What follows belongs to an exercise in optimizing a design on an open flow for small area, a short achievable clock period and few clock cycles per item; a production flow would make more cautious choices. Where RTL was checked, it was by simulation tests only, not by an equivalence proof against the original.

==> module tiny_encryption_algorithm, before the edit <==
module tiny_encryption_algorithm(
    input              clk,         
    input              rst_n,       
    input              key_valid,   
    input              ptxt_valid,  
    input      [63:0]  ptxt,        
    input      [127:0] key,         
    output     [63:0]  ctxt,        
    output reg         ctxt_ready   
);
localparam [31:0] DELTA   = 32'h9e3779b9;
localparam [31:0] SUM_END = 32'hc6ef3720;  
reg         busy;
reg         idle;    
reg         phase;   
reg [31:0]  sum;
reg [31:0]  a, b;
reg [127:0] k;
wire start = key_valid & ptxt_valid & ~busy;
wire last  = phase & (sum == SUM_END);
wire busy_next = busy ? ~last : start;
function automatic [31:0] add32(input [31:0] x, input [31:0] y);
    reg [31:0] p, g, c;
    reg [31:0] g2, p2;    
    reg [15:0] gg, pp;    
    integer l, i, j;
    begin
        p = x ^ y; g = x & y;
        g2[0] = g[0]; p2[0] = p[0];
        for (i = 1; i < 32; i = i + 1) begin
            g2[i] = g[i] | (p[i] & g[i-1]);
            p2[i] = p[i] & p[i-1];
        end
        for (i = 0; i < 16; i = i + 1) begin
            gg[i] = g2[2*i+1]; pp[i] = p2[2*i+1];
        end
        for (l = 0; l < 4; l = l + 1)
            for (i = 15; i >= 0; i = i - 1)
                if ((i >> l) & 1) begin
                    j = ((i >> l) << l) - 1;
                    gg[i] = gg[i] | (pp[i] & gg[j]);
                    pp[i] = pp[i] & pp[j];
                end
        c[0] = 1'b0;
        c[1] = g[0];
        for (i = 1; i < 16; i = i + 1) begin
            c[2*i] = gg[i-1];
            c[2*i+1] = g2[2*i] | (p2[2*i] & gg[i-1]);
        end
        add32 = p ^ c;
    end
endfunction
function automatic [31:0] cy32(input [31:0] x, input [31:0] y);
    reg [31:0] p, g, c;
    reg [31:0] g2, p2;    
    reg [15:0] gg, pp;    
    integer l, i, j;
    begin
        p = x ^ y; g = x & y;
        g2[0] = g[0]; p2[0] = p[0];
        for (i = 1; i < 32; i = i + 1) begin
            g2[i] = g[i] | (p[i] & g[i-1]);
            p2[i] = p[i] & p[i-1];
        end
        for (i = 0; i < 16; i = i + 1) begin
            gg[i] = g2[2*i+1]; pp[i] = p2[2*i+1];
        end
        for (l = 0; l < 4; l = l + 1)
            for (i = 15; i >= 0; i = i - 1)
                if ((i >> l) & 1) begin
                    j = ((i >> l) << l) - 1;
                    gg[i] = gg[i] | (pp[i] & gg[j]);
                    pp[i] = pp[i] & pp[j];
                end
        c[0] = 1'b0;
        c[1] = g[0];
        for (i = 1; i < 16; i = i + 1) begin
            c[2*i] = gg[i-1];
            c[2*i+1] = g2[2*i] | (p2[2*i] & gg[i-1]);
        end
        cy32 = c;
    end
endfunction
function automatic [31:0] addgp(input [31:0] g, input [31:0] p, input [31:0] ps);
    reg [31:0] c, g2, p2;
    reg [15:0] gg, pp;
    integer l, i, j;
    begin
        g2[0] = g[0]; p2[0] = p[0];
        for (i = 1; i < 32; i = i + 1) begin
            g2[i] = g[i] | (p[i] & g[i-1]);
            p2[i] = p[i] & p[i-1];
        end
        for (i = 0; i < 16; i = i + 1) begin
            gg[i] = g2[2*i+1]; pp[i] = p2[2*i+1];
        end
        for (l = 0; l < 4; l = l + 1)
            for (i = 15; i >= 0; i = i - 1)
                if ((i >> l) & 1) begin
                    j = ((i >> l) << l) - 1;
                    gg[i] = gg[i] | (pp[i] & gg[j]);
                    pp[i] = pp[i] & pp[j];
                end
        c[0] = 1'b0;
        c[1] = g[0];
        for (i = 1; i < 16; i = i + 1) begin
            c[2*i] = gg[i-1];
            c[2*i+1] = g2[2*i] | (p2[2*i] & gg[i-1]);
        end
        addgp = ps ^ c;
    end
endfunction
wire [31:0] c0 = cy32(b << 4, k[127:96]);
wire [31:0] c1 = cy32(b, sum);
wire [31:0] c2 = cy32(b >> 5, k[95:64]);
wire [31:0] pe = (b << 4) ^ k[127:96] ^ b ^ sum ^ (b >> 5) ^ k[95:64];
wire [31:0] pf = (c0 ^ c1) ^ (c2 ^ (pe ^ a));     
wire [31:0] fg = {32{busy}} & a & ~pf;
wire [31:0] fp = pf;
wire [31:0] fs = ({32{busy}} & pf) | ({32{idle}} & ptxt[31:0]);
wire [31:0] b_next = addgp(fg, fp, fs);
always @(posedge clk or negedge rst_n) begin
    if (!rst_n) begin
        busy       <= 1'b0;
        ctxt_ready <= 1'b0;
    end else begin
        busy <= busy_next;
        if (busy & last) ctxt_ready <= 1'b1;
        else if (start) ctxt_ready <= 1'b0;
    end
end
always @(posedge clk) begin
    idle <= ~busy_next;
    k <= ({128{busy}} & {k[63:0], k[127:64]}) | ({128{idle}} & key);
    if (busy | start) begin
        a <= ({32{busy}} & b) | ({32{idle}} & ptxt[63:32]);
        b <= b_next;
    end
    if (busy) begin
        phase <= ~phase;
        if (phase) sum <= add32(sum, DELTA);
    end else begin
        phase <= 1'b0;
        sum   <= DELTA;
    end
end
assign ctxt = {a, b};
endmodule
export LEC_CHECK = 0
export ABC_AREA = 1
export CAP_MARGIN = 20
export CORE_MARGIN = 2
export CORE_UTILIZATION = 40
export CTS_BUF_LIST = sky130_fd_sc_hd__clkbuf_8
export CTS_CLUSTER_DIAMETER = 60
export CTS_CLUSTER_SIZE = 12
export SETUP_SLACK_MARGIN = 5
export SLEW_MARGIN = 20
create_clock -name core_clock -period 9.5 [get_ports {clk}]
standard.sh (not shown) runs the stock make flow with config.mk's settings and CLKGATE_MAP_FILE= SYNTH_SCRIPT=/design/flow/synth_recipe.tcl, a recipe that flattens the netlist after the stock synthesis.
==> flow/flow/run.sh <==
#!/bin/bash
set -euo pipefail
args=()
while IFS= read -r line; do
  [[ -z "$line" || "$line" == \#* ]] && continue
  args+=("$line")
done < flow/make_vars.txt
bash standard.sh "${args[@]}" finish > standard_flow.log 2>&1
==> flow/flow/make_vars.txt <==
BUFFER_PORTS_ARGS=-buffer_cell sky130_fd_sc_hd__buf_1
CTS_ARGS=-sink_clustering_enable -repair_clock_nets -sink_clustering_size 12 -sink_clustering_max_diameter 60 -buf_list sky130_fd_sc_hd__clkbuf_8 -dont_use_dummy_load
Testbench counts at the start, summed over its fixed seeds: cycles 33,280, items 512.
Edit:
--- a/flow/design.v
+++ b/flow/design.v
@@ -50,38 +50,7 @@
         add32 = p ^ c;
     end
 endfunction
-function automatic [31:0] cy32(input [31:0] x, input [31:0] y);
-    reg [31:0] p, g, c;
-    reg [31:0] g2, p2;    
-    reg [15:0] gg, pp;    
-    integer l, i, j;
-    begin
-        p = x ^ y; g = x & y;
-        g2[0] = g[0]; p2[0] = p[0];
-        for (i = 1; i < 32; i = i + 1) begin
-            g2[i] = g[i] | (p[i] & g[i-1]);
-            p2[i] = p[i] & p[i-1];
-        end
-        for (i = 0; i < 16; i = i + 1) begin
-            gg[i] = g2[2*i+1]; pp[i] = p2[2*i+1];
-        end
-        for (l = 0; l < 4; l = l + 1)
-            for (i = 15; i >= 0; i = i - 1)
-                if ((i >> l) & 1) begin
-                    j = ((i >> l) << l) - 1;
-                    gg[i] = gg[i] | (pp[i] & gg[j]);
-                    pp[i] = pp[i] & pp[j];
-                end
-        c[0] = 1'b0;
-        c[1] = g[0];
-        for (i = 1; i < 16; i = i + 1) begin
-            c[2*i] = gg[i-1];
-            c[2*i+1] = g2[2*i] | (p2[2*i] & gg[i-1]);
-        end
-        cy32 = c;
-    end
-endfunction
-function automatic [31:0] addgp(input [31:0] g, input [31:0] p, input [31:0] ps);
+function automatic [31:0] addgp(input [31:0] g, input [31:0] p);
     reg [31:0] c, g2, p2;
     reg [15:0] gg, pp;
     integer l, i, j;
@@ -107,18 +76,17 @@
             c[2*i] = gg[i-1];
             c[2*i+1] = g2[2*i] | (p2[2*i] & gg[i-1]);
         end
-        addgp = ps ^ c;
+        addgp = p ^ c;
     end
 endfunction
-wire [31:0] c0 = cy32(b << 4, k[127:96]);
-wire [31:0] c1 = cy32(b, sum);
-wire [31:0] c2 = cy32(b >> 5, k[95:64]);
-wire [31:0] pe = (b << 4) ^ k[127:96] ^ b ^ sum ^ (b >> 5) ^ k[95:64];
-wire [31:0] pf = (c0 ^ c1) ^ (c2 ^ (pe ^ a));     
-wire [31:0] fg = {32{busy}} & a & ~pf;
-wire [31:0] fp = pf;
-wire [31:0] fs = ({32{busy}} & pf) | ({32{idle}} & ptxt[31:0]);
-wire [31:0] b_next = addgp(fg, fp, fs);
+wire [31:0] t0 = add32(b << 4, k[127:96]);
+wire [31:0] t1 = add32(b, sum);
+wire [31:0] t2 = add32(b >> 5, k[95:64]);
+wire [31:0] u  = t1 ^ t2;
+wire [31:0] f  = t0 ^ u;
+wire [31:0] fg = {32{busy}} & a & f;
+wire [31:0] fp = ({32{busy}} & ((a ^ t0) ^ u)) | ({32{idle}} & ptxt[31:0]);
+wire [31:0] b_next = addgp(fg, fp);
 always @(posedge clk or negedge rst_n) begin
     if (!rst_n) begin
         busy       <= 1'b0;
@@ -138,7 +106,7 @@
     end
     if (busy) begin
         phase <= ~phase;
-        if (phase) sum <= add32(sum, DELTA);
+        if (phase) sum <= sum + DELTA;
     end else begin
         phase <= 1'b0;
         sum   <= DELTA;
Effect: Clock-buffer cell count climbs by 1; synthesized cell count goes down slightly; via count drops slightly; routed wire length goes down by a few percent; non-clock buffer count decreases by 1; final area went down slightly; worst setup slack degrades by 0.45 ns; worst hold slack is worse by 0.0054 ns; register-to-register slack got worse by 0.45 ns; die area drops slightly; sequential share of layout area stays flat; core utilization hardly moves.
The RTL of the second run of this note was laid out without a check of its function.

-- static timing again, ports no longer ideal --
The results above use ideal ports. As a check the final layouts listed here were re-extracted and re-timed, cells and wires unchanged.
Step 1, drivers: a clkbuf_16 drives clk and a buf_2 each remaining input, both assumed.
Step 2, shift: input delay + t, output delay - t, t = (earliest + latest rising clock arrival at the registers) / 2. This alone moves slack from input paths to output paths.
Three values: no drivers, after step 1, after step 2; two values: the first two.
| run | shift t [ns] | setup slack, ns | worst register clock-pin slew, ns |
|---|---|---|---|
| the first run | 0.625 | 5.783 / 5.783 / 5.783 | 0.09 / 0.09 |
| the second run | 0.650 | 5.334 / 5.334 / 5.187 | 0.09 / 0.09 |
After both steps every run listed still meets setup and hold. The setup slack of the second run, which loses most, moves by 0.000 ns with the drivers and by -0.147 ns with both steps.
